What follows belongs to an exercise in optimizing a design on an open flow for small area; a production flow would make more cautious choices.
At most, simulation tests tie the RTL to the original design; equivalence was not proved.
Only the layout flow was run in runs 1, 2 and 7; the RTL was not checked for function there.
The clock cells of runs 1, 2 and 4 to 7 come from the design's own scripts or RTL, not from TritonCTS.
The flow treats the clock pin as an ideal source. Dropping or thinning the clock tree relies on that and would not hold on a real chip.
Power is estimated from default activity; no workload was simulated.

--- design/flow/constraint.sdc ---
create_clock -name core_clock -period 10.0 [get_ports {clk_in}]
set_input_delay 2.0000 -clock core_clock [delete_from_list [all_inputs] [get_ports {clk_in}]]
set_output_delay 2.0000 -clock core_clock [all_outputs]
set_load 0.01 [all_outputs]
--- design/flow/design.v ---
`timescale 1ns / 1ps
module uart_main(
     input logic clk_in,
     input logic  reset,
     input logic [1:0]S,
     input logic Load,
     input logic [7:0]data_board,
     output logic serial_out,
     input logic serial_in,
     output logic [7:0]register
   );
    logic [12:0] txc, txcn;
    logic [1:0] txq;
    wire txeq = (txc == 13'd673);
    wire txdbl = S[1] ~^ S[0];
    wire txtick = txeq & (txdbl ? (txq[1] & ~txq[0]) : txq[0]);
    assign txcn[0] = txeq ? 1'b1 : txc[12] ^ txc[9];
    assign txcn[1] = txeq ? 1'b1 : txc[0];
    assign txcn[2] = txeq ? 1'b0 : txc[1];
    assign txcn[3] = txeq ? 1'b1 : txc[2];
    assign txcn[4] = txeq ? 1'b0 : txc[3];
    assign txcn[5] = txeq ? 1'b1 : txc[4];
    assign txcn[6] = txeq ? 1'b1 : txc[5];
    assign txcn[7] = txeq ? 1'b0 : txc[6];
    assign txcn[8] = txeq ? 1'b1 : txc[7];
    assign txcn[9] = txeq ? 1'b0 : txc[8];
    assign txcn[10] = txeq ? ~S[1] : txc[9];
    assign txcn[11] = txeq ? 1'b1 : txc[10];
    assign txcn[12] = txeq ? 1'b0 : txc[11];
    always_ff @(posedge clk_in or posedge reset) begin
        if (reset) begin
            txc <= 13'd4432;
            txq <= 2'd0;
        end else begin
            txc <= txcn;
            if (txeq) txq <= txq + 2'd1;
        end
    end
    logic [9:0] rxc, rxcn;
    logic rxt;
    wire rxeq = (rxc == 10'd40);
    wire rxtick = rxeq & rxt;
    assign rxcn[0] = rxeq ? 1'b0 : rxc[9] ^ rxc[6];
    assign rxcn[1] = rxeq ? 1'b1 : rxc[0];
    assign rxcn[2] = rxeq ? ~S[0] : rxc[1];
    assign rxcn[3] = rxeq ? ~(~S[1] & S[0]) : rxc[2];
    assign rxcn[4] = rxeq ? S[1] : rxc[3];
    assign rxcn[5] = rxeq ? 1'b0 : rxc[4];
    assign rxcn[6] = rxeq ? S[0] : rxc[5];
    assign rxcn[7] = rxeq ? ~S[1] : rxc[6];
    assign rxcn[8] = rxeq ? 1'b1 : rxc[7];
    assign rxcn[9] = rxeq ? 1'b0 : rxc[8];
    always_ff @(posedge clk_in or posedge reset) begin
        if (reset) begin
            rxc <= 10'd20;
            rxt <= 1'b0;
        end else begin
            rxc <= rxcn;
            rxt <= rxt ^ rxeq;
        end
    end
    logic [3:0] e;
    logic transmit, a;
    logic [7:0] data_1;
    wire tx_idle = e[3] & ~e[1];
    always_ff @(posedge clk_in or posedge reset) begin
        if (reset) begin
            e <= 4'd8;
            transmit <= 1'b0;
            a <= 1'b0;
        end else if (txtick) begin
            if (tx_idle) begin
                a <= Load;
                if (!Load) transmit <= a;
                if (transmit) e <= 4'd14;
            end else begin
                e <= e + 4'd1;
            end
        end
    end
    always_ff @(posedge clk_in) begin
        if (txtick && tx_idle && Load) data_1 <= data_board;
    end
    assign serial_out = e[3] ? ~e[0] : data_1[e[2:0]];
    logic prev;
    logic [3:0] st, cnt;
    wire rx_idle = st[3] & ~st[1] & st[0];
    wire rx_last = (cnt == 4'd9);
    wire [3:0] st_inc = (st[3] & ~st[0] & ~serial_in) ? st : st + 4'd1;
    always_ff @(posedge clk_in or posedge reset) begin
        if (reset) begin
            prev <= 1'b1;
            st <= 4'd9;
            cnt <= 4'd0;
        end else if (rxtick) begin
            prev <= serial_in;
            cnt <= rx_idle ? 4'd0 : cnt + 4'd1;
            if (rx_idle) begin
                if (prev & ~serial_in) st <= 4'd15;
            end else if (rx_last) begin
                st <= st_inc;
            end
        end
    end
    genvar i;
    for (i = 0; i < 8; i = i + 1) begin : g_reg
        always_ff @(posedge clk_in or posedge reset) begin
            if (reset) register[i] <= 1'b0;
            else if (rxtick && rx_last && st == i) register[i] <= serial_in;
        end
    end
endmodule
--- design/flow/flow/run.sh ---
#!/bin/bash
# Standard ORFS flow, with buf_1 port buffers and a one-level clock tree (flow/cts_clusters.tcl).
export CLK_BUF=sky130_fd_sc_hd__clkbuf_8
export CLK_CLUSTERS=3
bash standard.sh \
  BUFFER_PORTS_ARGS="-buffer_cell sky130_fd_sc_hd__buf_1" \
  PRE_CTS_TCL="$PWD/flow/cts_clusters.tcl" \
  finish > standard.log 2>&1
--- design/flow/standard.sh ---
#!/bin/bash
# synth_recipe.tcl (not shown) runs the flow's synth.tcl, then flattens the netlist and writes it again
# the make line also repeats each setting of config.mk as NAME=value (left out here)
make -C /OpenROAD-flow-scripts/flow DESIGN_CONFIG=/design/flow/config.mk WORK_HOME=/design/flow/orfs CLKGATE_MAP_FILE= SYNTH_SCRIPT=/design/flow/synth_recipe.tcl "${@:-finish}"
--- design/flow/flow/cts_clusters.tcl ---
# Sourced by ORFS cts.tcl before clock tree synthesis (PRE_CTS_TCL).
# The design has a few dozen flip-flops: instead of an H-tree, split the clock sinks into
# CLK_CLUSTERS groups by position (recursive bisection along the wider side) and drive each
# group from one clock buffer of type CLK_BUF placed at the group's centroid, straight from the
# clock port. The buffers are alike and their loads similar, so every register sees about the
# same clock arrival.
rename clock_tree_synthesis orfs_clock_tree_synthesis

proc cts_bisect { items k } {
  # split a list of {iterm x y} into k groups of about equal size
  if { $k <= 1 } { return [list $items] }
  set xs {}
  set ys {}
  foreach it $items { lappend xs [lindex $it 1]; lappend ys [lindex $it 2] }
  set xs [lsort -integer $xs]
  set ys [lsort -integer $ys]
  set key 1
  if { [lindex $ys end] - [lindex $ys 0] > [lindex $xs end] - [lindex $xs 0] } { set key 2 }
  set s [lsort -integer -index $key $items]
  set k1 [expr {$k / 2}]
  set n1 [expr {([llength $s] * $k1 + $k / 2) / $k}]
  set a [lrange $s 0 [expr {$n1 - 1}]]
  set b [lrange $s $n1 end]
  return [concat [cts_bisect $a $k1] [cts_bisect $b [expr {$k - $k1}]]]
}

proc clock_tree_synthesis { args } {
  set block [ord::get_db_block]
  set master [[ord::get_db] findMaster $::env(CLK_BUF)]
  set port_net [$block findNet clk_in]
  set items {}
  foreach iterm [$port_net getITerms] {
    set loc [[$iterm getInst] getLocation]
    lappend items [list $iterm [lindex $loc 0] [lindex $loc 1]]
  }
  $port_net setSigType CLOCK
  set i 0
  foreach grp [cts_bisect $items $::env(CLK_CLUSTERS)] {
    set buf [odb::dbInst_create $block $master clkbuf_leaf_$i]
    set net [odb::dbNet_create $block clknet_leaf_$i]
    $net setSigType CLOCK
    set sx 0
    set sy 0
    foreach it $grp {
      set iterm [lindex $it 0]
      $iterm disconnect
      $iterm connect $net
      set sx [expr {$sx + [lindex $it 1]}]
      set sy [expr {$sy + [lindex $it 2]}]
    }
    set n [llength $grp]
    [$buf findITerm A] connect $port_net
    [$buf findITerm X] connect $net
    $buf setLocation [expr {int($sx / $n)}] [expr {int($sy / $n)}]
    $buf setPlacementStatus PLACED
    puts "clock buffer clkbuf_leaf_$i ($::env(CLK_BUF)) drives $n sinks"
    incr i
  }
}
--- design/flow/config.mk ---
export PLATFORM = sky130hd
export DESIGN_NAME = uart_main
export DESIGN_NICKNAME = uart_main
export VERILOG_FILES = /design/flow/design.v
export SDC_FILE = /design/flow/constraint.sdc
export NUM_CORES = 4
export LEC_CHECK = 0
export CAP_MARGIN = 20
export CORE_MARGIN = 2
export CORE_UTILIZATION = 70
export SLEW_MARGIN = 20
==> results of run 1 <==
## synthesized netlist by cell type (all sizes together), types with 2 or more instances
master / count / area share [%]
o21a: 2 / 0.59
xor2: 4 / 1.4
clkbuf: 10 / 1.5
nand3b: 3 / 0.89
dfstp: 10 / 10
mux2: 13 / 5.8
nor3: 6 / 2.0
nor2b: 2 / 0.50
a21oi: 2 / 0.40
inv: 10 / 1.5
o21bai: 3 / 0.89
ha: 10 / 5.0
and2: 2 / 0.50
nor2: 3 / 0.45
nand2b: 4 / 0.99
nor4b: 3 / 1.9
o21ai: 9 / 1.8
dfrtp: 39 / 39
nand4b: 3 / 1.3
nand2: 15 / 2.2
o31ai: 2 / 0.59
or2b: 3 / 0.89
nand3: 5 / 0.99
xnor2: 2 / 0.69
nor4: 3 / 0.74
buf: 3 / 0.94
edfxtp: 8 / 9.5
mux4: 2 / 1.8
## per-layer routing
metal,wire length [µm],track usage [%],vias up
met5,0,0,-
met2,1870,33.98,22
li1,-,-,697
met3,95,1.232,6
met4,54,2.989,0
met1,1933,33.83,722
## path summary, 6_finish.rpt
path                                  start                 endpoint  slack, ps  cells past startpoint
max                        e[1]$_DFFE_PP0P_               serial_out       6460                      4
min                        txc[7]$_DFF_PP0_         txc[8]$_DFF_PP1_        400                      0
max reg2reg                rxc[1]$_DFF_PP0_  register[2]$_DFFE_PP0P_       7150                      8
min reg2reg                txc[7]$_DFF_PP0_         txc[8]$_DFF_PP1_        400                      0
max in group asynchronous             reset         e[3]$_DFFE_PP1P_       7670                      3
min in group asynchronous             reset        txc[10]$_DFF_PP0_       1950                      3
## kinds of logic (layout without fill, tap and decap cells)
group           after synthesis  count (layout)
compound gates               22              22
buf+inv                      24              36
fa+ha+maj                    10              10
simple gates                 59              59
xor+xnor                      6               6
flops                        57              57
mux                          16              16
## registers in the layout, indices dropped and copies added (netlist names)
register  count
cnt           4
register      8
prev          1
txc          13
data_1        8
transmit      1
rxc          10
e             4
a             1
txq           2
st            4
rxt           1
## critical path, delay by kind of cell, from the launching register on
family                 cells  cell delay [ps]
AO/OA/AOI/OAI              1              150
AND/OR/NAND/NOR            1               70
flip-flops                 1              500
buffers and inverters      1              120
multiplexers               1              530
## final cells by class
type / instances / area share (%)
Buffer: 3 / 1.562
Tap cell: 46 / 2.177
Timing Repair Buffer: 23 / 3.407
Multi-Input combinational cell: 113 / 35.49
Inverter: 10 / 1.420
Sequential cell: 57 / 55.94
## where the power goes
group	internal, µW	total (µW)	switching, µW
sequential	262	277	15.0
combinational	16.2	30.0	13.8
clock	28.0	80.0	52.1
## through the flow
| stage | utilization (%) | cells | setup WS, ps | power, µW | hold slack [ps] |
|---|---|---|---|---|---|
| floorplan | - | 194 | 6615 | 301.1 | 423.1 |
| detailed placement | 76.78 | 249 | 6321 | 311.4 | 368.0 |
| CTS | 78.00 | 252 | 6317 | 374.2 | 375.3 |
| global placement | 76.78 | 249 | 6373 | 308.1 | 357.0 |
| finish | 78.00 | 252 | 6461 | 387.0 | 397.0 |
| global route | 78.00 | 252 | 6393 | 406.8 | 408.8 |
==> summary.txt, run 1 <==
synthesis-stage register bit count=57; crit path DAT=1540 ps; unrepaired setup endpoints after global routing=no; Worst setup SP type=flop; Worst-path clk slew=100 ps; mux cell area share after synthesis=8.470%; setup tns final=0 ps; routability cong.=0.8384; FF/Latch Area=1479 µm²; Total Wirelength=3954 µm; CP required=8000 ps; commonest non-fill, non-tap cells in the layout=dfrtp_1, buf_1, nand2_1; commonest non-fill, non-tap cell in the layout=dfrtp_1; Critical Path End Type=primary output; DP Wirelength=2951 µm; async set or reset register ratio after synthesis=85.96%; Tightest Hold Check Type=flop to flop; Synth Warn #=1; Netlist Area Pre-Place=2526 µm²; Layout area overhead=4.656%; Simple-Gate Fraction of Synth Area=16.00%; critical path type=flop to primary output; Clock Latency Late Sink=160 ps; die area=4106 µm²; Synth Area in Adders=4.953%; Worst Skew=1.859 ps; main combinational cell family by area after synthesis=simple AND/OR/NAND/NOR gates; Rel. slew slack=61.82%; vias in the first global route=1480; final instance area=2644 µm²; DIE WIDTH=64.08 µm; final hold viol count=0; first-pass GRT wire length=7044 µm; Placement Rows=21; ant diodes=0; core area=3390 µm²; CP Cell Sequence=mux4_2 > o21ai_0 > nand2_1 > buf_1; GRT Overall Usage=21.38%; footprint of the multi-input gates=938.4 µm²; crit-path max FO=7; Avg WL per Cell=15.69 µm; fillers=218; Ports=23; final count of pins violating max slew=0; drt drc=0; number of setup buffers added after CTS=0; largest net degree at the start of global routing=50; Syn Nets=218; via count=1447; Lkg Pwr=0.001153 µW; final setup fails=0; Worst Tran Pin Value=572.7 ps; Port Buffers=22; Post-DRT Antenna Nets=0; Synth Instances=194; chip height=64.08 µm; VDD IR-drop max=0.1325 mV; f_max=0.2826 GHz; number of synthesized flops with an enable pin=8; post-CTS sizing=0; Post-Synth XOR/XNOR Area=2.080%; cts hold-fix bufs=0; First-pass DRT Iterations=5; antenna violations before repair=0; register area share after synthesis=58.54%; compound-cell area share of the yosys netlist=5.646%; crit path max-delay cell type=mux4_2; Iter 0 DRT Violations=105; PD cells=146.4 nW/µm²; Max stage delay on crit path=530 ps; commonest register cell after synthesis=dfrtp_1; Initial Utilization=74.53%; Avg Inst Size Synth=13.02 µm²; Yosys cell types=49; net count reported at finish=232; Max Cap Viol=0; share of cells above drive strength 1=16.50%; Min Clock Period, post-route=3539 ps; DR vias/cell=5.742; status=finished clean; Congestion Overflow GR=0; final worst path period share=35.39%; placed cell areas=2603 µm²
==> inputs of run 2 (changes only) <==
--- a/design/flow/config.mk
+++ b/design/flow/config.mk
@@ -7,5 +7,5 @@
 export LEC_CHECK = 0
 export CAP_MARGIN = 20
 export CORE_MARGIN = 2
-export CORE_UTILIZATION = 70
+export CORE_UTILIZATION = 40
 export SLEW_MARGIN = 20
==> summary.txt, run 2 <==
status=finished clean (unchanged); largest registers=txc: 13 flops, rxc: 10 flops (unchanged); Congestion Overflow GR=0 (unchanged); Min Clock Period, post-route=3546 ps (was 3539 ps); DP Wirelength=2626 µm (was 2951 µm); Avg WL per Cell=13.28 µm (was 15.69 µm); ant diodes=0 (unchanged); CP Cell Sequence=mux4_2 > o21ai_0 > nand2_1 > buf_1 (unchanged); commonest non-fill, non-tap cell in the layout=dfrtp_1 (unchanged); die area=6967 µm² (was 4106 µm²); Worst setup SP type=flop (unchanged); Post-Synth XOR/XNOR Area=2.080% (unchanged); Tightest Hold Check Type=flop to flop (unchanged); commonest register cell after synthesis=dfrtp_1 (unchanged); final worst path period share=35.46% (was 35.39%); CP delay by family, top=multiplexers (unchanged); largest net degree at the start of global routing=50 (unchanged); f_max=0.2820 GHz (was 0.2826 GHz); net count reported at finish=231 (was 232); Worst-path clk slew=110 ps (was 100 ps); Post-DRT Antenna Nets=0 (unchanged); crit path max-delay cell type=mux4_2 (unchanged); unrepaired setup endpoints after global routing=no (unchanged); most frequent cells after synthesis=dfrtp_1, nand2_1 (unchanged); DR vias/cell=4.982 (was 5.742); share of cells above drive strength 1=16.59% (was 16.50%); Netlist Area Pre-Place=2526 µm² (unchanged); DIE WIDTH=83.47 µm (was 64.08 µm); synthesis-stage register bit count=57 (unchanged); number of setup buffers added after CTS=0 (unchanged); CP required=8000 ps (about the same); antenna violations before repair=0 (unchanged); commonest non-fill, non-tap cells in the layout=dfrtp_1, buf_1, nand2_1 (unchanged); post-CTS sizing=0 (unchanged); Max Cap Viol=0 (unchanged); Synth Area in Adders=4.953% (unchanged); setup tns final=0 ps (unchanged); Final Core Density=44.37% (was 78.00%); Hold Slack=381.6 ps (was 397.0 ps); routability cong.=0.7357 (was 0.8384); Avg Inst Size Synth=13.02 µm² (unchanged); Clock Latency Late Sink=170 ps (was 160 ps); core area=6026 µm² (was 3390 µm²); Worst Skew=9.651 ps (was 1.859 ps); main combinational cell family by area after synthesis=simple AND/OR/NAND/NOR gates (unchanged); register area share after synthesis=58.54% (unchanged); GRT Overall Usage=11.06% (was 21.38%); largest reg by FF count=txc (unchanged); Simple-Gate Fraction of Synth Area=16.00% (unchanged); Initial Utilization=41.92% (was 74.53%); First-pass DRT Iterations=4 (was 5); cell taking the most area after synthesis=dfrtp_1 (unchanged); Critical Path End Type=primary output (unchanged); Ports=23 (unchanged); vias in the first global route=1471 (was 1480); number of synthesized flops with an enable pin=8 (unchanged); final setup fails=0 (unchanged); crit-path max FO=7 (unchanged); via count=1395 (was 1447); first-pass GRT wire length=6734 µm (was 7044 µm); drt drc=0 (unchanged); Placement Rows=28 (was 21); top cells by area, synth=dfrtp_1, dfstp_2, edfxtp_1 (unchanged); async set or reset register ratio after synthesis=85.96% (unchanged); Max stage delay on crit path=530 ps (about the same); crit path DAT=1550 ps (was 1540 ps); final hold viol count=0 (unchanged); compound-cell area share of the yosys netlist=5.646% (unchanged); final count of pins violating max slew=0 (unchanged); PD cells=144.9 nW/µm² (was 146.4 nW/µm²); Layout area overhead=5.844% (was 4.656%); cts hold-fix bufs=0 (unchanged); worst setup margin=6454 ps (was 6461 ps); crit path buf inv count=1 (unchanged); chip height=83.47 µm (was 64.08 µm); fillers=581 (was 218); critical path type=flop to primary output (unchanged); setup slack after placement=6285 ps (was 6321 ps); Synth Warn #=1 (unchanged); FF/Latch Area=1479 µm² (unchanged); Rel. slew slack=45.75% (was 61.82%); placed cell count=277 (was 249); Yosys cell types=49 (unchanged); Syn Nets=218 (unchanged); Synth Instances=194 (unchanged); Worst Tran Pin Value=812.8 ps (was 572.7 ps); non-filler instance count after layout=280 (was 252); Total Wirelength=3719 µm (was 3954 µm); Lkg Pwr=0.001150 µW (was 0.001153 µW); footprint of the multi-input gates=938.4 µm² (unchanged); Iter 0 DRT Violations=42 (was 105); VDD IR-drop max=0.1143 mV (was 0.1325 mV); Synth top area share=38.63% (unchanged); mux cell area share after synthesis=8.470% (unchanged); top-count cell post-synth=dfrtp_1 (unchanged); Largest register FFs=13 (unchanged); Port Buffers=22 (unchanged)
==> run 2: routing by layer <==
layer | up-vias | share of wire, % | GRT usage [%]
li1 | 691 | - | -
met1 | 687 | 50 | 16.20
met2 | 13 | 46 | 18.77
met3 | 4 | 2.3 | 0.8902
met4 | 0 | 1.4 | 1.173
met5 | - | 0 | 0
==> run 2: logic make-up after synthesis <==
kind of cell | count (synthesis)
AND/OR/NAND/NOR | 59
flip-flops | 57
buffers and inverters | 24
AO/OA/AOI/OAI | 22
multiplexers | 16
adder cells (fa/ha/maj) | 10
XOR/XNOR | 6
==> run 2: path summary, 6_finish.rpt <==
path,start,endpoint,slack (ps),cells past startpoint
worst max-delay path,e[1]$_DFFE_PP0P_,serial_out,6450,4
worst min-delay path,txc[7]$_DFF_PP0_,txc[8]$_DFF_PP1_,380,0
worst max register to register,rxc[1]$_DFF_PP0_,st[1]$_DFFE_PP0P_,7290,7
worst min register to register,txc[7]$_DFF_PP0_,txc[8]$_DFF_PP1_,380,0
max in group asynchronous,reset,e[2]$_DFFE_PP0P_,7580,2
min in group asynchronous,reset,register[1]$_DFFE_PP0P_,1920,2
==> run 2: stage by stage <==
step | area (µm²) | power, µW
3_5_place_dp | 2631 | 309.9
3_3_place_gp | 2631 | 309.6
5_1_grt | 2674 | 411.5
6_report | 2674 | 387.5
2_1_floorplan | 2526 | 301.1
4_1_cts | 2673 | 372.5
==> run 2: cell type report <==
class                   instances  share of cell area, %
repair buffers                 22                  3.088
inverters                      10                  1.451
multi-input cells             113                  35.10
flip-flops and latches         57                  55.31
well taps                      75                  3.510
plain buffers                   3                  1.544
==> run 2: where the power goes <==
part / internal [µW] / switching, µW / total, µW
Clock: 28.0 / 54.9 / 82.9
Combinational: 15.9 / 13.3 / 29.2
Sequential: 262 / 13.4 / 275
==> inputs of run 3 (changes only) <==
--- a/design/flow/design.v
+++ b/design/flow/design.v
@@ -11,25 +11,25 @@
    );
     logic [12:0] txc, txcn;
     logic [1:0] txq;
-    wire txeq = (txc == 13'd673);
+    wire txeq = (txc == 13'd5339);
     wire txdbl = S[1] ~^ S[0];
     wire txtick = txeq & (txdbl ? (txq[1] & ~txq[0]) : txq[0]);
-    assign txcn[0] = txeq ? 1'b1 : txc[12] ^ txc[9];
+    assign txcn[0] = txeq ? ~S[1] : txc[12] ^ txc[7];
     assign txcn[1] = txeq ? 1'b1 : txc[0];
-    assign txcn[2] = txeq ? 1'b0 : txc[1];
-    assign txcn[3] = txeq ? 1'b1 : txc[2];
-    assign txcn[4] = txeq ? 1'b0 : txc[3];
+    assign txcn[2] = txeq ? 1'b1 : txc[1];
+    assign txcn[3] = txeq ? 1'b0 : txc[2];
+    assign txcn[4] = txeq ? 1'b1 : txc[3];
     assign txcn[5] = txeq ? 1'b1 : txc[4];
     assign txcn[6] = txeq ? 1'b1 : txc[5];
-    assign txcn[7] = txeq ? 1'b0 : txc[6];
+    assign txcn[7] = txeq ? 1'b1 : txc[6];
     assign txcn[8] = txeq ? 1'b1 : txc[7];
     assign txcn[9] = txeq ? 1'b0 : txc[8];
-    assign txcn[10] = txeq ? ~S[1] : txc[9];
+    assign txcn[10] = txeq ? 1'b0 : txc[9];
     assign txcn[11] = txeq ? 1'b1 : txc[10];
     assign txcn[12] = txeq ? 1'b0 : txc[11];
     always_ff @(posedge clk_in or posedge reset) begin
         if (reset) begin
-            txc <= 13'd4432;
+            txc <= 13'd6765;
             txq <= 2'd0;
         end else begin
             txc <= txcn;
==> design/flow/flow/run.sh (replaced) <==
#!/bin/bash
# Standard ORFS flow (standard.sh, with its synthesis unchanged), except:
#  - ports are buffered with buf_1 instead of the default buffer;
#  - before CTS, flow/cts_hook.tcl downsizes the logic and builds a one-level clock tree of
#    CLK_CLUSTERS clock buffers (flow/cts_clusters.tcl) in place of the H-tree.
# Each tool's full output is in the ORFS logs under orfs/logs; make's output is in standard.log.
export CLK_BUF=sky130_fd_sc_hd__clkbuf_8
export CLK_CLUSTERS=3
bash standard.sh \
  BUFFER_PORTS_ARGS="-buffer_cell sky130_fd_sc_hd__buf_1" \
  PRE_CTS_TCL="$PWD/flow/cts_hook.tcl" \
  finish > standard.log 2>&1
==> design/flow/flow/cts_hook.tcl (new file) <==
# PRE_CTS_TCL hook: downsize the logic, then replace ORFS's H-tree with a one-level clock tree.
set_dont_use $::env(DONT_USE_CELLS)
source [file join [file dirname [info script]] downsize.tcl]
downsize_all
estimate_parasitics -placement
repair_design
source [file join [file dirname [info script]] cts_clusters.tcl]
==> design/flow/flow/downsize.tcl (new file) <==
# Give every combinational cell the smallest-area cell of the same function (the design has
# several ns of slack everywhere), then let repair_design fix any slew, capacitance or fanout
# limit that this breaks. Flip-flops keep the cells synthesis gave them.
proc downsize_all {} {
  sta::make_equiv_cells [get_libs *]
  set saved 0.0
  set n 0
  foreach inst [get_cells *] {
    set lc [get_lib_cells -of_objects $inst]
    if { $lc eq "" || $lc eq "NULL" } { continue }
    if { [get_property $lc is_sequential] } { continue }
    set eq [sta::find_equiv_cells $lc]
    if { $eq eq "" } { continue }
    set best $lc
    set barea [get_property $lc area]
    foreach c $eq {
      if { [get_property $c dont_use] } { continue }
      set a [get_property $c area]
      if { $a < $barea } { set best $c; set barea $a }
    }
    if { $best ne $lc } {
      set saved [expr {$saved + [get_property $lc area] - $barea}]
      incr n
      replace_cell $inst $best
    }
  }
  puts "downsize: $n cells, [format %.1f $saved] um2 less"
}
==> summary.txt, run 3 <==
async set or reset register ratio after synthesis=85.96% (unchanged); register area share after synthesis=60.70% (was 58.54%); Synth Instances=194 (unchanged); Yosys cell types=42 (was 49); Initial Utilization=41.29% (was 41.92%); Netlist Area Pre-Place=2445 µm² (was 2526 µm²); Avg Inst Size Synth=12.60 µm² (was 13.02 µm²); status=aborted with a tool error (was finished clean); synthesis-stage register bit count=57 (unchanged); Syn Nets=218 (unchanged); cell taking the most area after synthesis=dfrtp_1 (unchanged); Placement Rows=28 (unchanged); most frequent cells after synthesis=dfrtp_1, clkbuf_1, nand2_1, dfstp_2, mux2_2 (was dfrtp_1, nand2_1); top cells by area, synth=dfrtp_1, dfstp_2, edfxtp_1 (unchanged); Run Error=Error: cts.tcl, 6 liberty_cell objects do not have a is_sequential property.; Port Buffers=22 (unchanged); commonest register cell after synthesis=dfrtp_1 (unchanged); top-count cell post-synth=dfrtp_1 (unchanged); Stop stage=4_1_cts; number of synthesized flops with an enable pin=8 (unchanged); routability cong.=0.6778 (was 0.7357); DIE WIDTH=82.18 µm (was 83.47 µm); Ports=23 (unchanged); DP Wirelength=2616 µm (was 2626 µm); chip height=82.18 µm (was 83.47 µm); Synth top area share=35.82% (was 38.63%); Synth Warn #=1 (unchanged)
## run 3: cell types whose count changed after synthesis, sizes merged, moves of 2 or more
cell    before  now
nand3        5    7
buf          3    1
or2b         3    1
dfrtp       39   35
dfstp       10   14
clkbuf      10   15
nor4b        3    1
nand3b       3    1
## run 3: cells by family after synthesis
| family | after synthesis | share of synthesized area (%) |
|---|---|---|
| DFF | 57 | 60.70 |
| and+or+nand+nor | 55 | 13.00 |
| buffers and inverters | 27 | 4.708 |
| AOI/OAI and AO/OA | 22 | 5.681 |
| muxes | 17 | 8.649 |
| adders and majority gates | 10 | 5.118 |
| xor gates and xnor gates | 6 | 2.150 |
## run 3: through the flow
stage	cells	hold WS, ps	setup slack (ps)	total power (µW)	cell area [µm²]
after floorplan	194	422.3	6719	300.9	2445
after detailed placement	274	358.0	6315	311.0	2544
after global placement	274	351.6	6366	309.5	2544
## run 3: worst min-delay path by stage
stage | from | endpoint | slack [ps]
3_5_place_dp | txc[2]$_DFF_PP1_ | txc[3]$_DFF_PP1_ | 360
2_1_floorplan | txc[10]$_DFF_PP0_ | txc[11]$_DFF_PP1_ | 420
3_3_place_gp | txc[10]$_DFF_PP0_ | txc[11]$_DFF_PP1_ | 350
## run 3: power by group through the flow
stage | Combinational, µW | Clock, µW | Sequential (µW)
global placement | 29.8 | 0 | 280
detailed placement | 30.5 | 0 | 281
floorplan | 24.4 | 0 | 276
==> inputs of run 4 (changes only) <==
--- a/design/flow/flow/downsize.tcl
+++ b/design/flow/flow/downsize.tcl
@@ -8,7 +8,7 @@
   foreach inst [get_cells *] {
     set lc [get_lib_cells -of_objects $inst]
     if { $lc eq "" || $lc eq "NULL" } { continue }
-    if { [get_property $lc is_sequential] } { continue }
+    if { [string match "*df*" [get_name $lc]] } { continue }
     set eq [sta::find_equiv_cells $lc]
     if { $eq eq "" } { continue }
     set best $lc
==> summary.txt, run 4 <==
largest reg by FF count=txc; Syn Nets=218 (unchanged); status=finished clean (was aborted with a tool error); largest net degree at the start of global routing=50; Ports=23 (unchanged); final setup fails=0; CP required=8000 ps; Net Sw Power=82.70 µW; GRT Overall Usage=11.62%; crit path from=e[1]$_DFFE_PP0P_; Avg Inst Size Synth=12.60 µm² (unchanged); VDD IR-drop max=0.07241 mV; chip height=82.18 µm (unchanged); Netlist Area Pre-Place=2445 µm² (unchanged); share of cells above drive strength 1=16.34%; commonest register cell after synthesis=dfrtp_1 (unchanged); drt drc=0; final hold viol count=0; die area=6754 µm²; CP delay by family, top=flip-flops; hold wc startpoint=txc[11]$_DFF_PP1_; P_int=306.0 µW; Clock Latency Late Sink=160 ps; setup tns final=0 ps; Synth Warn #=1 (unchanged); unrepaired setup endpoints after global routing=no; Tightest Hold Check Type=flop to flop; via count=1360; first-pass GRT wire length=6361 µm; Initial Utilization=41.29% (unchanged); Max stage delay on crit path=530 ps; Placement Rows=28 (unchanged); Lkg Pwr=0.001047 µW; core area=5921 µm²; Rel. slew slack=45.06%; antenna violations before repair=0; Reg power frac=70.8%; FF-to-FF setup slack=7070 ps; Comb pwr share=7.7%; Worst Tran Pin Value=823.1 ps; reg2reg end=register[3]$_DFFE_PP0P_; cts hold-fix bufs=0; Layout area overhead=5.322%; Max Cap Viol=0; cell taking the most area after synthesis=dfrtp_1 (unchanged); total power=388.7 µW; most frequent cells after synthesis=dfrtp_1, clkbuf_1, nand2_1, dfstp_2, mux2_2 (unchanged); net count reported at finish=228; Synth Instances=194 (unchanged); Hold Slack=374.9 ps; Worst Skew=2.549 ps; Congestion Overflow GR=0; commonest non-fill, non-tap cell in the layout=dfrtp_1; Worst-path clk slew=110 ps; register area share after synthesis=60.70% (unchanged); DR vias/cell=4.910; Critical Path End Type=primary output; Post-DRT Antenna Nets=0; clock share of power=21.5%; crit path buf inv count=1; Largest register FFs=13; PD cells=151.0 nW/µm²; Port Buffers=22 (unchanged); top-count cell post-synth=dfrtp_1 (unchanged); largest registers=txc: 13 flops, rxc: 10 flops; final count of pins violating max slew=0; crit-path max FO=7; ant diodes=0; fillers=563; Worst setup SP type=flop; launch point of the worst reg-to-reg path=rxc[6]$_DFF_PP0_; routability cong.=0.6778 (unchanged); CP Cell Sequence=mux4_2 > o21ai_0 > nand2_1 > buf_1; commonest non-fill, non-tap cells in the layout=dfrtp_1, buf_1, nand2_1; top cells by area, synth=dfrtp_1, dfstp_2, edfxtp_1 (unchanged); f_max=0.2801 GHz; Avg WL per Cell=13.58 µm; Min Clock Period, post-route=3570 ps; crit path DAT=1570 ps; Total Wirelength=3763 µm; WHS Path Cells=0; Net Sw Frac=21.28%; Iter 0 DRT Violations=71; worst setup margin=6430 ps; synthesis-stage register bit count=57 (unchanged); crit path max-delay cell type=dfrtp_1; DIE WIDTH=82.18 µm (unchanged); vias in the first global route=1326; number of synthesized flops with an enable pin=8 (unchanged); number of setup buffers added after CTS=0; Hold EP=txc[12]$_DFF_PP1_; critical path type=flop to primary output; R2R depth=8; DP Wirelength=2616 µm (unchanged); Synth top area share=35.82% (unchanged); setup slack after placement=6315 ps (unchanged); final worst path period share=35.70%; async set or reset register ratio after synthesis=85.96% (unchanged); Yosys cell types=42 (unchanged); First-pass DRT Iterations=4; post-CTS sizing=0
==> run 4: cell counts after synthesis <==
Identical to the previous run, type by type.
==> run 4: worst max path at each step <==
stage,to,slack [ps],depth (start not counted)
detailed placement,data_1[7]$_DFFE_PP_,6310,6
global placement,data_1[5]$_DFFE_PP_,6370,6
CTS,data_1[7]$_DFFE_PP_,6290,6
floorplan,data_1[0]$_DFFE_PP_,6720,5
global route,data_1[0]$_DFFE_PP_,6310,6
finish,serial_out,6430,4
==> run 4: layout make-up <==
cell class | instances | area, µm² | share of cell area (%)
buffer | 3 | 41.29 | 1.603
inverter | 10 | 38.79 | 1.506
multi-input combinational | 110 | 834.6 | 32.41
sequential | 57 | 1484 | 57.63
tap | 75 | 93.84 | 3.644
timing repair buffer | 22 | 82.58 | 3.207
==> run 4: worst reg2reg max path, cell delays in order, from the launching register on <==
cell and delay (ps):
dfrtp_1 420, nor4_1 310, nand4b_1 350, inv_1 140, ha_1 400, nand4b_1 320, nor3_1 440, nand2_1 170
mux2_2 290
==> run 4: power groups by stage <==
stage / logic, µW / clock network, µW / registers (µW)
floorplan: 24.4 / 0 / 276
global placement: 29.8 / 0 / 280
detailed placement: 30.5 / 0 / 281
CTS: 30.6 / 61.9 / 281
global route: 34.0 / 97.8 / 279
finish: 29.8 / 83.7 / 275
==> run 4: routing by layer <==
layer  track usage, %  up-vias  share of wire (%)
li1                 -      682                  -
met1            18.75      662                 54
met2            17.66       12                 43
met3           0.7609        4                2.2
met4            1.333        0                1.5
met5                0        -                  0
==> run 4: cells by family (layout without fill, tap and decap cells) <==
| family | after synthesis | count (layout) | share of synthesized area, % |
|---|---|---|---|
| XOR/XNOR | 6 | 6 | 2.150 |
| buffers and inverters | 27 | 35 | 4.708 |
| AO/OA/AOI/OAI | 22 | 22 | 5.681 |
| AND/OR/NAND/NOR | 55 | 55 | 13.00 |
| flip-flops | 57 | 57 | 60.70 |
| adder cells (fa/ha/maj) | 10 | 10 | 5.118 |
| multiplexers | 17 | 17 | 8.649 |
==> run 4: stage by stage <==
step,instances,instance area (µm²),util (%)
floorplan,194,2445,-
global placement,274,2544,42.96
detailed placement,274,2544,42.96
CTS,277,2574,43.47
global route,277,2575,43.49
finish,277,2575,43.49
==> inputs of run 5 (changes only) <==
==> design/flow/flow/run.sh (replaced) <==
#!/bin/bash
# Layout flow: the standard ORFS flow (standard.sh), with its synthesis unchanged, except that
#  - the combinational logic of the synthesized netlist is re-mapped for area by ABC
#    (flow/resynth.sh); every flip-flop keeps its instance name, cell type and connections;
#  - ports are buffered with buf_1 instead of the default port buffer;
#  - before CTS, flow/cts_hook.tcl gives the logic the smallest cells of the same function
#    and builds a one-level clock tree of CLK_CLUSTERS clock buffers in place of the H-tree.
# Logs: standard_synth.log and standard.log (make), resynth/ (yosys), orfs/logs (each step).
set -euo pipefail
export CLK_BUF=sky130_fd_sc_hd__clkbuf_8
export CLK_CLUSTERS=3
R=$PWD/orfs/results/sky130hd/uart_main/base
bash standard.sh synth > standard_synth.log 2>&1
cp $R/1_2_yosys.v $R/1_2_yosys_standard.v
bash flow/resynth.sh $R/1_2_yosys_standard.v $R/1_2_yosys.v $PWD > resynth.log 2>&1
bash standard.sh \
  BUFFER_PORTS_ARGS="-buffer_cell sky130_fd_sc_hd__buf_1" \
  PRE_CTS_TCL="$PWD/flow/cts_hook.tcl" \
  finish > standard.log 2>&1
==> design/flow/flow/abc_area1.script (new file) <==
&get -n; &st; &dch; &nf -a; &put; topo; dnsize
==> design/flow/flow/abc_area2.script (new file) <==
&get -n; &st; &syn2; &dch; &nf -a; &put; topo; dnsize
==> design/flow/flow/abc_area3.script (new file) <==
&get -n; &st; &syn2; &dch; &nf -a; &st; &syn2; &dch; &nf -a; &put; topo; dnsize
==> design/flow/flow/abc_area4.script (new file) <==
&get -n; &st; &syn2; &if -K 6 -a; &st; &dch; &nf -a; &put; topo; dnsize
==> design/flow/flow/resynth.sh (new file) <==
#!/bin/bash
# resynth.sh IN.v OUT.v LOGDIR
# Re-map the combinational logic of the standard synthesis netlist IN.v for area, keeping every
# flip-flop instance (its name, cell type and connections) as it is. The library cells of IN.v
# are read as their liberty functions, the flip-flops are kept as black boxes, and ABC maps the
# logic in between with a few area scripts; the smallest result is written to OUT.v.
set -euo pipefail
IN=$1; OUT=$2; LOGDIR=$3
HERE=$(cd "$(dirname "$0")" && pwd)
YOSYS=$(command -v yosys || echo /OpenROAD-flow-scripts/tools/install/yosys/bin/yosys)
PLAT=${FLOW_HOME:-/OpenROAD-flow-scripts/flow}/platforms/sky130hd
LIB=$PLAT/lib/sky130_fd_sc_hd__tt_025C_1v80.lib
DU=$(sed -n '/DONT_USE_CELLS += /,/^#/p' $PLAT/config.mk | grep -o "sky130_fd_sc_hd__[a-z0-9_]*" | sed 's/^/-dont_use /' | tr '\n' ' ')
WORK=$LOGDIR/resynth
mkdir -p $WORK
best=""; best_area=""
for s in $HERE/abc_area*.script; do
  n=$(basename $s .script)
  cat > $WORK/$n.ys <<EOS
read_liberty -ignore_miss_func $LIB
read_verilog $IN
hierarchy -top ${FLOW_TOP:-uart_main}
blackbox sky130_fd_sc_hd__df* sky130_fd_sc_hd__edf*
flatten -noscopeinfo
opt -purge
abc -liberty $LIB $DU -script $s
opt_clean -purge
hilomap -singleton -hicell sky130_fd_sc_hd__conb_1 HI -locell sky130_fd_sc_hd__conb_1 LO
rename -hide w:*.*
opt_clean -purge
tee -o $WORK/$n.stat stat -liberty $LIB
write_verilog -noattr -nohex -nodec $WORK/$n.v
EOS
  if $YOSYS -s $WORK/$n.ys > $WORK/$n.log 2>&1; then
    a=$(grep "Chip area" $WORK/$n.stat | awk '{print $NF}')
    echo "$n: $a"
    if [[ -z "$best_area" ]] || awk "BEGIN{exit !($a < $best_area)}"; then best=$n; best_area=$a; fi
  else
    echo "$n: failed"
  fi
done
[[ -n "$best" ]] || { echo "no resynthesis result"; exit 1; }
echo "best: $best ($best_area)"
cp $WORK/$best.v $OUT
==> summary.txt, run 5 <==
Largest register FFs=13 (unchanged); crit path buf inv count=1 (unchanged); antenna violations before repair=0 (unchanged); FF-to-FF setup slack=7410 ps (was 7070 ps); die area=6263 µm² (was 6754 µm²); Worst-path clk slew=110 ps (about the same); final hold viol count=0 (unchanged); core area=5473 µm² (was 5921 µm²); WHS Path Cells=0 (unchanged); Worst setup SP type=primary input (was flop); Worst Skew=4.246 ps (was 2.549 ps); CP Depth=5 (was 4); reg2reg end=register[3]$_DFFE_PP0P_ (unchanged); Net Sw Frac=21.35% (was 21.28%); setup tns final=0 ps (unchanged); Net Sw Power=82.49 µW (was 82.70 µW); largest reg by FF count=txc (unchanged); number of setup buffers added after CTS=0 (unchanged); PD cells=156.2 nW/µm² (was 151.0 nW/µm²); GR met3 Demand/Resource=0.9091% (was 0.7609%); Syn Nets=190 (was 218); total power=386.3 µW (was 388.7 µW); crit path max-delay cell type=nor4_1 (was dfrtp_1); Max Cap Viol=0 (unchanged); cts hold-fix bufs=0 (unchanged); crit path DAT=3620 ps (was 1570 ps); Clock Latency Late Sink=170 ps (was 160 ps); worst setup margin=6231 ps (was 6430 ps); Initial Utilization=41.27% (was 41.29%); chip height=79.14 µm (was 82.18 µm); Ports=23 (unchanged); Min Clock Period, post-route=3769 ps (was 3570 ps); met1 Use GR=17.81% (was 18.75%); CP required=9850 ps (was 8000 ps); final count of pins violating max slew=0 (unchanged); Congestion Overflow GR=0 (unchanged); Worst Tran Pin Value=862.5 ps (was 823.1 ps); status=finished clean (unchanged); Rel. slew slack=41.97% (was 45.06%); Synth Warn #=1 (unchanged); R2R depth=5 (was 8); unrepaired setup endpoints after global routing=no (unchanged); Synth Instances=176 (was 194); drt drc=0 (unchanged); final worst path period share=37.69% (was 35.70%); Avg WL per Cell=13.39 µm (was 13.58 µm); launch point of the worst reg-to-reg path=rxc[6]$_DFF_PP0_ (unchanged); Avg Inst Size Synth=12.83 µm² (was 12.60 µm²); GR peak layer=met2 (was met1); Post-DRT Antenna Nets=0 (unchanged); Lkg Pwr=0.0009441 µW (was 0.001047 µW); share of cells above drive strength 1=9.950% (was 16.34%); setup slack after placement=6012 ps (was 6315 ps); DP Wirelength=2601 µm (was 2616 µm); fillers=524 (was 563); f_max=0.2653 GHz (was 0.2801 GHz); CP Cell Sequence=buf_1 > xnor2_1 > mux2i_1 > nor4_1 > and3_1 (was mux4_2 > o21ai_0 > nand2_1 > buf_1); final setup fails=0 (unchanged); via count=1365 (was 1360); Final Core Density=45.20% (was 43.49%); DIE WIDTH=79.14 µm (was 82.18 µm); First-pass DRT Iterations=4 (unchanged); Max stage delay on crit path=670 ps (was 530 ps); P_int=303.9 µW (was 306.0 µW); Tightest Hold Check Type=flop to flop (unchanged); VDD IR-drop max=0.09117 mV (was 0.07241 mV); largest net degree at the start of global routing=50 (unchanged); routability cong.=0.7395 (was 0.6778); vias in the first global route=1323 (was 1326); commonest non-fill, non-tap cell in the layout=dfrtp_1 (unchanged); hold wc startpoint=txc[2]$_DFF_PP1_ (was txc[11]$_DFF_PP1_); net count reported at finish=217 (was 228); DR vias/cell=5.000 (was 4.910); first-pass GRT wire length=6106 µm (was 6361 µm); crit-path max FO=8 (was 7); largest registers=txc: 13 flops, rxc: 10 flops (unchanged); Total Wirelength=3655 µm (was 3763 µm); Netlist Area Pre-Place=2258 µm² (was 2445 µm²); ant diodes=0 (unchanged); critical path type=primary input to flop (was flop to primary output); clock share of power=21.7% (was 21.5%); Comb pwr share=7.6% (was 7.7%); Layout area overhead=9.529% (was 5.322%); GRT Overall Usage=11.65% (was 11.62%); post-CTS sizing=0 (unchanged); Iter 0 DRT Violations=63 (was 71); Placement Rows=27 (was 28); Port Buffers=22 (unchanged); Critical Path End Type=flop (was primary output); Reg power frac=70.7% (was 70.8%); commonest non-fill, non-tap cells in the layout=dfrtp_1, buf_1, nand2_1 (unchanged); Hold EP=txc[3]$_DFF_PP1_ (was txc[12]$_DFF_PP1_); CP delay by family, top=simple AND/OR/NAND/NOR gates (was flip-flops); grt met2 use=18.90% (was 17.66%)
run 5: cell type report:
type                       instances  area [µm²]  share of cell area (%)
tap                               72       90.09                   3.642
inverter                           6       23.77                  0.9611
timing repair buffer              22       82.58                   3.338
buffer                             3       41.29                   1.669
sequential                        57        1484                   59.99
multi-input combinational        113       752.0                   30.40
run 5: per-stage QoR:
step                cells  hold WS, ps  cell area, µm²
finish                273        389.0            2474
global route          273        390.8            2474
floorplan             176        354.6            2258
CTS                   273        372.6            2472
global placement      270        355.2            2431
detailed placement    270        366.7            2431
run 5: worst max-delay path by stage:
stage / startpoint / to / slack, ps
after global routing: S[1] / data_1[5]$_DFFE_PP_ / 6060
after floorplan: S[0] / data_1[0]$_DFFE_PP_ / 6450
after CTS: S[1] / data_1[7]$_DFFE_PP_ / 6000
after global placement: S[1] / data_1[1]$_DFFE_PP_ / 6040
final: S[1] / data_1[5]$_DFFE_PP_ / 6230
after detailed placement: S[1] / data_1[7]$_DFFE_PP_ / 6010
run 5: worst reg2reg max path, stage by stage, from the launching register on:
cell and delay, ps:
dfrtp_1 430, nor4b_1 420, nand4_1 470, nor4_1 670
nand3_1 160, mux2_1 330
run 5: power groups by stage:
stage	registers (µW)	logic [µW]	clock network, µW
2_1_floorplan	275	21.2	0
5_1_grt	278	33.8	95.8
3_5_place_dp	278	30.1	0
4_1_cts	278	30.7	61.9
6_report	273	29.3	83.8
3_3_place_gp	279	29.4	0
run 5: metal layers:
metal / share of wire, % / routed length, µm
met5: 0 / 0
met1: 50 / 1828
met3: 3.6 / 130
met4: 1.3 / 49
met2: 45 / 1647
==> inputs of run 6 (changes only) <==
--- a/design/flow/design.v
+++ b/design/flow/design.v
@@ -27,7 +27,7 @@
     assign txcn[10] = txeq ? 1'b0 : txc[9];
     assign txcn[11] = txeq ? 1'b1 : txc[10];
     assign txcn[12] = txeq ? 1'b0 : txc[11];
-    always_ff @(posedge clk_in or posedge reset) begin
+    always_ff @(posedge clk_in) begin   
         if (reset) begin
             txc <= 13'd6765;
             txq <= 2'd0;
@@ -50,7 +50,7 @@
     assign rxcn[7] = rxeq ? ~S[1] : rxc[6];
     assign rxcn[8] = rxeq ? 1'b1 : rxc[7];
     assign rxcn[9] = rxeq ? 1'b0 : rxc[8];
-    always_ff @(posedge clk_in or posedge reset) begin
+    always_ff @(posedge clk_in) begin   
         if (reset) begin
             rxc <= 10'd20;
             rxt <= 1'b0;
@@ -66,16 +66,21 @@
     always_ff @(posedge clk_in or posedge reset) begin
         if (reset) begin
             e <= 4'd8;
-            transmit <= 1'b0;
-            a <= 1'b0;
         end else if (txtick) begin
             if (tx_idle) begin
-                a <= Load;
-                if (!Load) transmit <= a;
                 if (transmit) e <= 4'd14;
             end else begin
                 e <= e + 4'd1;
             end
+        end
+    end
+    always_ff @(posedge clk_in) begin   
+        if (reset) begin
+            transmit <= 1'b0;
+            a <= 1'b0;
+        end else if (txtick && tx_idle) begin
+            a <= Load;
+            if (!Load) transmit <= a;
         end
     end
     always_ff @(posedge clk_in) begin
@@ -87,7 +92,7 @@
     wire rx_idle = st[3] & ~st[1] & st[0];
     wire rx_last = (cnt == 4'd9);
     wire [3:0] st_inc = (st[3] & ~st[0] & ~serial_in) ? st : st + 4'd1;
-    always_ff @(posedge clk_in or posedge reset) begin
+    always_ff @(posedge clk_in) begin   
         if (reset) begin
             prev <= 1'b1;
             st <= 4'd9;
==> design/flow/flow/resynth.sh (replaced) <==
#!/bin/bash
# resynth.sh IN.v OUT.v LOGDIR
# Re-map the combinational logic of the standard synthesis netlist IN.v for area, keeping every
# flip-flop instance (its name, cell type and connections) as it is. The library cells of IN.v
# are read as their liberty functions, the flip-flops are kept as black boxes, and ABC maps the
# logic in between with several area scripts; the smallest result is written to OUT.v.
set -euo pipefail
IN=$1; OUT=$2; LOGDIR=$3
YOSYS=$(command -v yosys || echo /OpenROAD-flow-scripts/tools/install/yosys/bin/yosys)
PLAT=${FLOW_HOME:-/OpenROAD-flow-scripts/flow}/platforms/sky130hd
LIB=$PLAT/lib/sky130_fd_sc_hd__tt_025C_1v80.lib
DU=$(sed -n '/DONT_USE_CELLS += /,/^#/p' $PLAT/config.mk | grep -o "sky130_fd_sc_hd__[a-z0-9_]*" | sed 's/^/-dont_use /' | tr '\n' ' ')
WORK=$LOGDIR/resynth
mkdir -p $WORK
i=0
for pre in "&st; &syn2" "&st; &synch2" "&st; &dc2" "&st; &syn3" "&st; &syn2; &dc2" \
           "&st; &if -K 6 -a; &st; &syn2" "&st; &syn4" "&st"; do
  for core in "&dch; &nf -a" "&dch -f; &nf -a" "&dch; &nf -a; &st; &dch; &nf -a" "&dch -f; &nf -a -p"; do
    i=$((i+1))
    n=area$i
    echo "&get -n; $pre; $core; &put; topo; dnsize" > $WORK/$n.abc
    cat > $WORK/$n.ys <<EOS
read_liberty -ignore_miss_func $LIB
read_verilog $IN
hierarchy -top ${FLOW_TOP:-uart_main}
blackbox sky130_fd_sc_hd__df* sky130_fd_sc_hd__edf*
flatten -noscopeinfo
opt -purge
abc -liberty $LIB $DU -script $WORK/$n.abc
opt_clean -purge
hilomap -singleton -hicell sky130_fd_sc_hd__conb_1 HI -locell sky130_fd_sc_hd__conb_1 LO
rename -hide w:*.*
opt_clean -purge
tee -o $WORK/$n.stat stat -liberty $LIB
write_verilog -noattr -nohex -nodec $WORK/$n.v
EOS
    ( $YOSYS -s $WORK/$n.ys > $WORK/$n.log 2>&1 || true ) &
    while [ $(jobs -r | wc -l) -ge ${NUM_CORES:-4} ]; do sleep 0.2; done
  done
done
wait
best=""; best_area=""
for k in $(seq 1 $i); do
  n=area$k
  a=$(grep -s "Chip area" $WORK/$n.stat | awk '{print $NF}' || true)
  if [[ -z "$a" ]]; then echo "$n: failed"; continue; fi
  echo "$n: $a  ($(cat $WORK/$n.abc))"
  if [[ -z "$best_area" ]] || awk "BEGIN{exit !($a < $best_area)}"; then best=$n; best_area=$a; fi
done
[[ -n "$best" ]] || { echo "no resynthesis result"; exit 1; }
echo "best: $best ($best_area)"
cp $WORK/$best.v $OUT
removed: design/flow/flow/abc_area1.script
removed: design/flow/flow/abc_area2.script
removed: design/flow/flow/abc_area3.script
removed: design/flow/flow/abc_area4.script
==> summary.txt, run 6 <==
largest reg by FF count=txc (unchanged); cts hold-fix bufs=0 (unchanged); share of cells above drive strength 1=3.139% (was 9.950%); Synth Instances=197 (was 176); drt drc=0 (unchanged); Iter 0 DRT Violations=64 (was 63); final hold viol count=0 (unchanged); Ports=23 (unchanged); Worst Skew=10.47 ps (was 4.246 ps); PD cells=145.0 nW/µm² (was 156.2 nW/µm²); Synth Warn #=1 (unchanged); non-filler instance count after layout=293 (was 273); reg2reg end=data_1[0]$_DFFE_PP_ (was register[3]$_DFFE_PP0P_); f_max=0.2773 GHz (was 0.2653 GHz); Clock Latency Late Sink=170 ps (about the same); DIE WIDTH=77.37 µm (was 79.14 µm); worst setup margin=6394 ps (was 6231 ps); GR peak layer=met2 (unchanged); critical path type=primary input to flop (unchanged); Congestion Overflow GR=0 (unchanged); ant diodes=0 (unchanged); final worst path period share=36.06% (was 37.69%); via count=1438 (was 1365); First-pass DRT Iterations=4 (unchanged); DP Wirelength=2538 µm (was 2601 µm); R2R depth=4 (was 5); Avg Inst Size Synth=10.93 µm² (was 12.83 µm²); final setup fails=0 (unchanged); die area=5986 µm² (was 6263 µm²); FF/Latch Area=1282 µm² (was 1484 µm²); vias in the first global route=1335 (was 1323); Worst Tran Pin Value=766.6 ps (was 862.5 ps); unrepaired setup endpoints after global routing=no (unchanged); VDD IR-drop max=0.1078 mV (was 0.09117 mV); commonest non-fill, non-tap cells in the layout=dfxtp_1, buf_1, nor2_1 (was dfrtp_1, buf_1, nand2_1); largest registers=txc: 13 flops, rxc: 10 flops (unchanged); first-pass GRT wire length=6244 µm (was 6106 µm); net count reported at finish=239 (was 217); Port Buffers=22 (unchanged); Min Clock Period, post-route=3606 ps (was 3769 ps); crit-path max FO=30 (was 8); final instance area=2370 µm² (was 2474 µm²); Rel. slew slack=48.42% (was 41.97%); Post-DRT Antenna Nets=0 (unchanged); Worst-path clk slew=110 ps (about the same); Critical Path End Type=flop (unchanged); largest net degree at the start of global routing=31 (was 50); met1 Use GR=17.97% (was 17.81%); WHS Path Cells=2 (was 0); setup slack after placement=6352 ps (was 6012 ps); GR met3 Demand/Resource=0.9302% (was 0.9091%); final count of pins violating max slew=0 (unchanged); Lkg Pwr=0.0008350 µW (was 0.0009441 µW); Tightest Hold Check Type=flop to flop (unchanged); footprint of the multi-input gates=852.1 µm² (was 752.0 µm²); Syn Nets=211 (was 190); placed cell count=290 (was 270); crit path DAT=3650 ps (was 3620 ps); Max Cap Viol=0 (unchanged); GRT Overall Usage=12.14% (was 11.65%); number of setup buffers added after CTS=0 (unchanged); setup tns final=0 ps (unchanged); Largest register FFs=13 (unchanged); Placement Rows=26 (was 27); placed cell areas=2331 µm² (was 2431 µm²); routability cong.=0.7775 (was 0.7395); grt met2 use=20.09% (was 18.90%); hold wc startpoint=a$_SDFFE_PP0P_ (was txc[2]$_DFF_PP1_); Avg WL per Cell=11.93 µm (was 13.39 µm); chip height=77.37 µm (was 79.14 µm); CP required=10050 ps (was 9850 ps); core area=5140 µm² (was 5473 µm²); Hold EP=transmit$_SDFFE_PP0P_ (was txc[3]$_DFF_PP1_); fillers=526 (was 524); Layout area overhead=10.05% (was 9.529%); Netlist Area Pre-Place=2153 µm² (was 2258 µm²); post-CTS sizing=0 (unchanged); status=finished clean (unchanged); commonest non-fill, non-tap cell in the layout=dfxtp_1 (was dfrtp_1); antenna violations before repair=0 (unchanged); FF-to-FF setup slack=7570 ps (was 7410 ps); Total Wirelength=3495 µm (was 3655 µm); launch point of the worst reg-to-reg path=txc[8]$_SDFF_PP0_ (was rxc[6]$_DFF_PP0_); DR vias/cell=4.908 (was 5.000); Initial Utilization=41.89% (was 41.27%); Worst setup SP type=primary input (unchanged)
==> run 6: worst max-delay path: stages <==
cell	delay, ps
buf_1	70
clkbuf_2	450
clkinv_1	620
o21ai_0	400
nor3_1	110
==> run 6: metrics by stage <==
stage / util (%) / hold WS, ps / power, µW
floorplan: - / 405.6 / 257.5
global placement: 45.35 / 425.6 / 265.8
detailed placement: 45.35 / 424.9 / 265.8
CTS: 46.08 / 427.7 / 327.9
global route: 46.11 / 476.2 / 359.6
finish: 46.11 / 448.7 / 343.6
==> run 6: area by class of cell <==
cell class / instances / area share (%)
multi-input cells: 135 / 35.96
flip-flops and latches: 57 / 54.12
inverters: 5 / 0.7920
plain buffers: 3 / 1.742
well taps: 70 / 3.696
repair buffers: 23 / 3.696
==> run 6: how the worst max path moves through the flow <==
stage / startpoint / to
global route: reset / cnt[2]$_SDFFE_PP0P_
CTS: reset / cnt[0]$_SDFFE_PP0P_
floorplan: S[0] / data_1[0]$_DFFE_PP_
global placement: S[1] / data_1[1]$_DFFE_PP_
detailed placement: S[1] / data_1[5]$_DFFE_PP_
finish: reset / cnt[0]$_SDFFE_PP0P_
==> run 6: where the power goes <==
part           leakage [µW]  switching, µW  internal (µW)  total [µW]
registers          0.000521           3.60            240         243
logic              0.000292           9.44           7.38        16.8
clock network     0.0000216           55.3           28.1        83.3
total              0.000835           68.3            275         344
==> run 6: routing by layer <==
layer	up-vias	share of wire [%]
li1	754	-
met2	24	43
met1	655	52
met5	-	0
met4	0	1.6
met3	5	3.3
==> inputs of run 7 (changes only) <==
--- a/design/flow/design.v
+++ b/design/flow/design.v
@@ -11,25 +11,25 @@
    );
     logic [12:0] txc, txcn;
     logic [1:0] txq;
-    wire txeq = (txc == 13'd5339);
+    wire txeq = (txc == 13'd6765);
     wire txdbl = S[1] ~^ S[0];
     wire txtick = txeq & (txdbl ? (txq[1] & ~txq[0]) : txq[0]);
-    assign txcn[0] = txeq ? ~S[1] : txc[12] ^ txc[7];
+    assign txcn[0] = txeq ? 1'b1 : txc[12] ^ txc[7];
     assign txcn[1] = txeq ? 1'b1 : txc[0];
-    assign txcn[2] = txeq ? 1'b1 : txc[1];
-    assign txcn[3] = txeq ? 1'b0 : txc[2];
+    assign txcn[2] = txeq ? 1'b0 : txc[1];
+    assign txcn[3] = txeq ? 1'b1 : txc[2];
     assign txcn[4] = txeq ? 1'b1 : txc[3];
     assign txcn[5] = txeq ? 1'b1 : txc[4];
     assign txcn[6] = txeq ? 1'b1 : txc[5];
     assign txcn[7] = txeq ? 1'b1 : txc[6];
-    assign txcn[8] = txeq ? 1'b1 : txc[7];
+    assign txcn[8] = txeq ? 1'b0 : txc[7];
     assign txcn[9] = txeq ? 1'b0 : txc[8];
-    assign txcn[10] = txeq ? 1'b0 : txc[9];
-    assign txcn[11] = txeq ? 1'b1 : txc[10];
-    assign txcn[12] = txeq ? 1'b0 : txc[11];
+    assign txcn[10] = txeq ? 1'b1 : txc[9];
+    assign txcn[11] = txeq ? 1'b0 : txc[10];
+    assign txcn[12] = txeq ? S[1] : txc[11];
     always_ff @(posedge clk_in) begin   
         if (reset) begin
-            txc <= 13'd6765;
+            txc <= 13'd7478;
             txq <= 2'd0;
         end else begin
             txc <= txcn;
@@ -87,21 +87,18 @@
         if (txtick && tx_idle && Load) data_1 <= data_board;
     end
     assign serial_out = e[3] ? ~e[0] : data_1[e[2:0]];
-    logic prev;
     logic [3:0] st, cnt;
     wire rx_idle = st[3] & ~st[1] & st[0];
     wire rx_last = (cnt == 4'd9);
     wire [3:0] st_inc = (st[3] & ~st[0] & ~serial_in) ? st : st + 4'd1;
     always_ff @(posedge clk_in) begin   
         if (reset) begin
-            prev <= 1'b1;
             st <= 4'd9;
             cnt <= 4'd0;
         end else if (rxtick) begin
-            prev <= serial_in;
             cnt <= rx_idle ? 4'd0 : cnt + 4'd1;
             if (rx_idle) begin
-                if (prev & ~serial_in) st <= 4'd15;
+                st <= serial_in ? 4'd9 : (st[2] ? 4'd13 : 4'd15);
             end else if (rx_last) begin
                 st <= st_inc;
             end
--- a/design/flow/flow/resynth.sh
+++ b/design/flow/flow/resynth.sh
@@ -13,12 +13,25 @@
 WORK=$LOGDIR/resynth
 mkdir -p $WORK
 i=0
+jobs_list=()
 for pre in "&st; &syn2" "&st; &synch2" "&st; &dc2" "&st; &syn3" "&st; &syn2; &dc2" \
            "&st; &if -K 6 -a; &st; &syn2" "&st; &syn4" "&st"; do
   for core in "&dch; &nf -a" "&dch -f; &nf -a" "&dch; &nf -a; &st; &dch; &nf -a" "&dch -f; &nf -a -p"; do
+    jobs_list+=("&get -n; $pre; $core; &put; topo; dnsize")
+  done
+done
+for pre in "strash; dch -f" "strash; dc2; dch -f" "strash; &get -n; &st; &syn2; &dch -f; &put" \
+           "strash; &get -n; &st; &synch2; &put; dch -f" "strash; dc2; dc2; dch -f" \
+           "strash; &get -n; &st; &dc2; &dch -f; &put" "strash; ifraig; dc2; dch -f" \
+           "strash; &get -n; &st; &syn3; &put; dch -f"; do
+  for m in "amap -m" "amap -F 3 -A 8" "amap -m -F 3 -A 8" "amap"; do
+    jobs_list+=("$pre; $m; topo; dnsize")
+  done
+done
+for script in "${jobs_list[@]}"; do
     i=$((i+1))
     n=area$i
-    echo "&get -n; $pre; $core; &put; topo; dnsize" > $WORK/$n.abc
+    echo "$script" > $WORK/$n.abc
     cat > $WORK/$n.ys <<EOS
 read_liberty -ignore_miss_func $LIB
 read_verilog $IN
@@ -36,7 +49,6 @@
 EOS
     ( $YOSYS -s $WORK/$n.ys > $WORK/$n.log 2>&1 || true ) &
     while [ $(jobs -r | wc -l) -ge ${NUM_CORES:-4} ]; do sleep 0.2; done
-  done
 done
 wait
 best=""; best_area=""
==> summary.txt, run 7 <==
critical path type=primary input to flop (unchanged); Worst Tran Pin Value=622.4 ps (was 766.6 ps); setup slack after placement=5932 ps (was 6352 ps); net count reported at finish=268 (was 239); Net Sw Frac=19.64% (was 19.89%); DIE WIDTH=76.88 µm (was 77.37 µm); setup tns final=0 ps (unchanged); Min Clock Period, post-route=4056 ps (was 3606 ps); footprint of the multi-input gates=742.0 µm² (was 852.1 µm²); Congestion Overflow GR=0 (unchanged); Total Wirelength=3720 µm (was 3495 µm); DP Wirelength=2755 µm (was 2538 µm); Reg power frac=71.1% (was 70.9%); DR vias/cell=4.944 (was 4.908); crit path max-delay cell type=clkinv_1 (unchanged); Layout area overhead=10.19% (was 10.05%); chip height=76.88 µm (was 77.37 µm); VDD IR-drop max=0.08689 mV (was 0.1078 mV); Synth Warn #=1 (unchanged); cts hold-fix bufs=0 (unchanged); Clock Latency Late Sink=160 ps (was 170 ps); P_int=267.1 µW (was 275.3 µW); Max stage delay on crit path=650 ps (was 620 ps); share of cells above drive strength 1=1.984% (was 3.139%); Syn Nets=240 (was 211); Post-DRT Antenna Nets=0 (unchanged); Rel. slew slack=58.25% (was 48.42%); First-pass DRT Iterations=4 (unchanged); FF/Latch Area=1262 µm² (was 1282 µm²); via count=1592 (was 1438); clock share of power=24.8% (was 24.3%); commonest non-fill, non-tap cells in the layout=nor2_1, dfxtp_1, clkinv_1 (was dfxtp_1, buf_1, nor2_1); Worst Skew=6.788 ps (was 10.47 ps); Lkg Pwr=0.0007950 µW (was 0.0008350 µW); Iter 0 DRT Violations=65 (was 64); CP Depth=7 (was 5); final hold viol count=0 (unchanged); GRT Overall Usage=12.70% (was 12.14%); final setup fails=0 (unchanged); placed cell count=319 (was 290); drt drc=0 (unchanged); f_max=0.2466 GHz (was 0.2773 GHz); Largest register FFs=13 (unchanged); crit path DAT=4120 ps (was 3650 ps); number of setup buffers added after CTS=0 (unchanged); Tightest Hold Check Type=flop to flop (unchanged); most used cell, CP=clkinv_1; Avg Inst Size Synth=9.401 µm² (was 10.93 µm²); post-CTS sizing=0 (unchanged); crit path from=reset (unchanged); Synth Instances=226 (was 197); Avg WL per Cell=11.55 µm (was 11.93 µm); Net Sw Power=65.28 µW (was 68.33 µW); core area=5107 µm² (was 5140 µm²); first-pass GRT wire length=6561 µm (was 6244 µm); fillers=517 (was 526); largest net degree at the start of global routing=27 (was 31); CP delay by family, top=buffers and inverters (unchanged); final worst path period share=40.56% (was 36.06%); Worst-path clk slew=110 ps (about the same); largest registers=txc: 13 flops, rxc: 10 flops (unchanged); Netlist Area Pre-Place=2125 µm² (was 2153 µm²); vias in the first global route=1503 (was 1335); Hold Slack=420.3 ps (was 448.7 ps); die area=5911 µm² (was 5986 µm²); Worst setup SP type=primary input (unchanged); Max Cap Viol=0 (unchanged); non-filler instance count after layout=322 (was 293); R2R depth=8 (was 4); crit path to=st[1]$_SDFFE_PP0P_ (was cnt[0]$_SDFFE_PP0P_); final count of pins violating max slew=0 (unchanged); total power=332.4 µW (was 343.6 µW); unrepaired setup endpoints after global routing=no (unchanged); status=finished clean (unchanged); reg2reg end=st[1]$_SDFFE_PP0P_ (was data_1[0]$_DFFE_PP_); worst setup margin=5944 ps (was 6394 ps); launch point of the worst reg-to-reg path=rxc[2]$_SDFF_PP1_ (was txc[8]$_SDFF_PP0_); Critical Path End Type=flop (unchanged); Comb pwr share=4.1% (was 4.9%); CP Cell Sequence=buf_1 > clkbuf_2 > clkinv_1 > o21ai_0 > clkinv_1 > o311a_1 > o22a_1 (was buf_1 > clkbuf_2 > clkinv_1 > o21ai_0 > nor3_1); antenna violations before repair=0 (unchanged); PD cells=142.0 nW/µm² (was 145.0 nW/µm²); Ports=23 (unchanged); crit path buf inv count=4 (was 3); routability cong.=0.8300 (was 0.7775); CP required=10070 ps (was 10050 ps); commonest non-fill, non-tap cell in the layout=nor2_1 (was dfxtp_1); Initial Utilization=41.60% (was 41.89%); Port Buffers=22 (unchanged); ant diodes=0 (unchanged); largest reg by FF count=txc (unchanged); Placement Rows=26 (unchanged); FF-to-FF setup slack=7110 ps (was 7570 ps); crit-path max FO=26 (was 30)
==> run 7: layout make-up <==
type / instances / share of cell area [%]
repair buffers: 23 / 3.741
well taps: 70 / 3.741
inverters: 32 / 5.131
flip-flops and latches: 56 / 53.93
multi-input cells: 138 / 31.69
plain buffers: 3 / 1.764
==> run 7: worst min-delay path, stage by stage, from the launching register on <==
cell and delay [ps]:
dfxtp_1 320, clkinv_1 50, nor2_1 30
==> run 7: worst min-delay path by stage <==
stage                       from                end  cells after the start
2_1_floorplan  rxc[4]$_SDFF_PP1_  rxc[5]$_SDFF_PP0_                      2
3_3_place_gp   txc[2]$_SDFF_PP1_  txc[3]$_SDFF_PP0_                      2
3_5_place_dp   txc[2]$_SDFF_PP1_  txc[3]$_SDFF_PP0_                      2
4_1_cts        txc[2]$_SDFF_PP1_  txc[3]$_SDFF_PP0_                      2
5_1_grt        txc[2]$_SDFF_PP1_  txc[3]$_SDFF_PP0_                      2
6_report       txc[2]$_SDFF_PP1_  txc[3]$_SDFF_PP0_                      2
==> run 7: stage by stage <==
stage | utilization [%] | instance area, µm²
2_1_floorplan | - | 2125
3_3_place_gp | 45.08 | 2302
3_5_place_dp | 45.08 | 2302
4_1_cts | 45.81 | 2340
5_1_grt | 45.84 | 2341
6_report | 45.84 | 2341
==> run 7: power by group through the flow <==
stage	Clock, µW	Sequential (µW)	Combinational [µW]
floorplan	0	241	8.22
global placement	0	242	13.8
detailed placement	0	241	14.2
CTS	61.4	242	14.1
global route	95.3	237	16.0
finish	82.3	236	13.7
==> run 7: layer usage <==
layer,GRT usage [%],up-vias,share of wire [%]
li1,-,841,-
met1,17.84,711,50
met2,21.32,34,44
met3,1.176,6,4.1
met4,2.727,0,1.9
met5,0,-,0

port drivers added, routing unchanged:
Ports are ideal in the flow. The routed layouts listed here were re-timed in OpenROAD. Step 1, drivers: a clkbuf_16 drives clk_in and a buf_2 each remaining input, both assumed. Step 2 times the ports against the registers' clock, not the clock port: input delays grow and output delays shrink by t, the midpoint of the rising clock arrivals with the driver on. Three values: no drivers, after step 1, after step 2; two values: the first two.
run | t (ns) | setup WS [ns] | latest minus earliest clock arrival (ns) | worst slew at a driven data input, ns
run 1 | 0.204 | 6.461 / 6.416 / 6.344 | 0.001 / 0.002 | 0.03
run 2 | 0.211 | 6.454 / 6.406 / 6.303 | 0.010 / 0.010 | 0.03
run 4 | 0.208 | 6.430 / 6.384 / 6.312 | 0.003 / 0.003 | 0.03
run 5 | 0.212 | 6.231 / 6.259 / 6.047 | 0.005 / 0.004 | 0.04
run 6 | 0.210 | 6.394 / 6.420 / 6.210 | 0.011 / 0.010 | 0.03
run 7 | 0.207 | 5.944 / 5.969 / 5.762 | 0.007 / 0.007 | 0.03
After both steps every run listed still meets setup and hold.
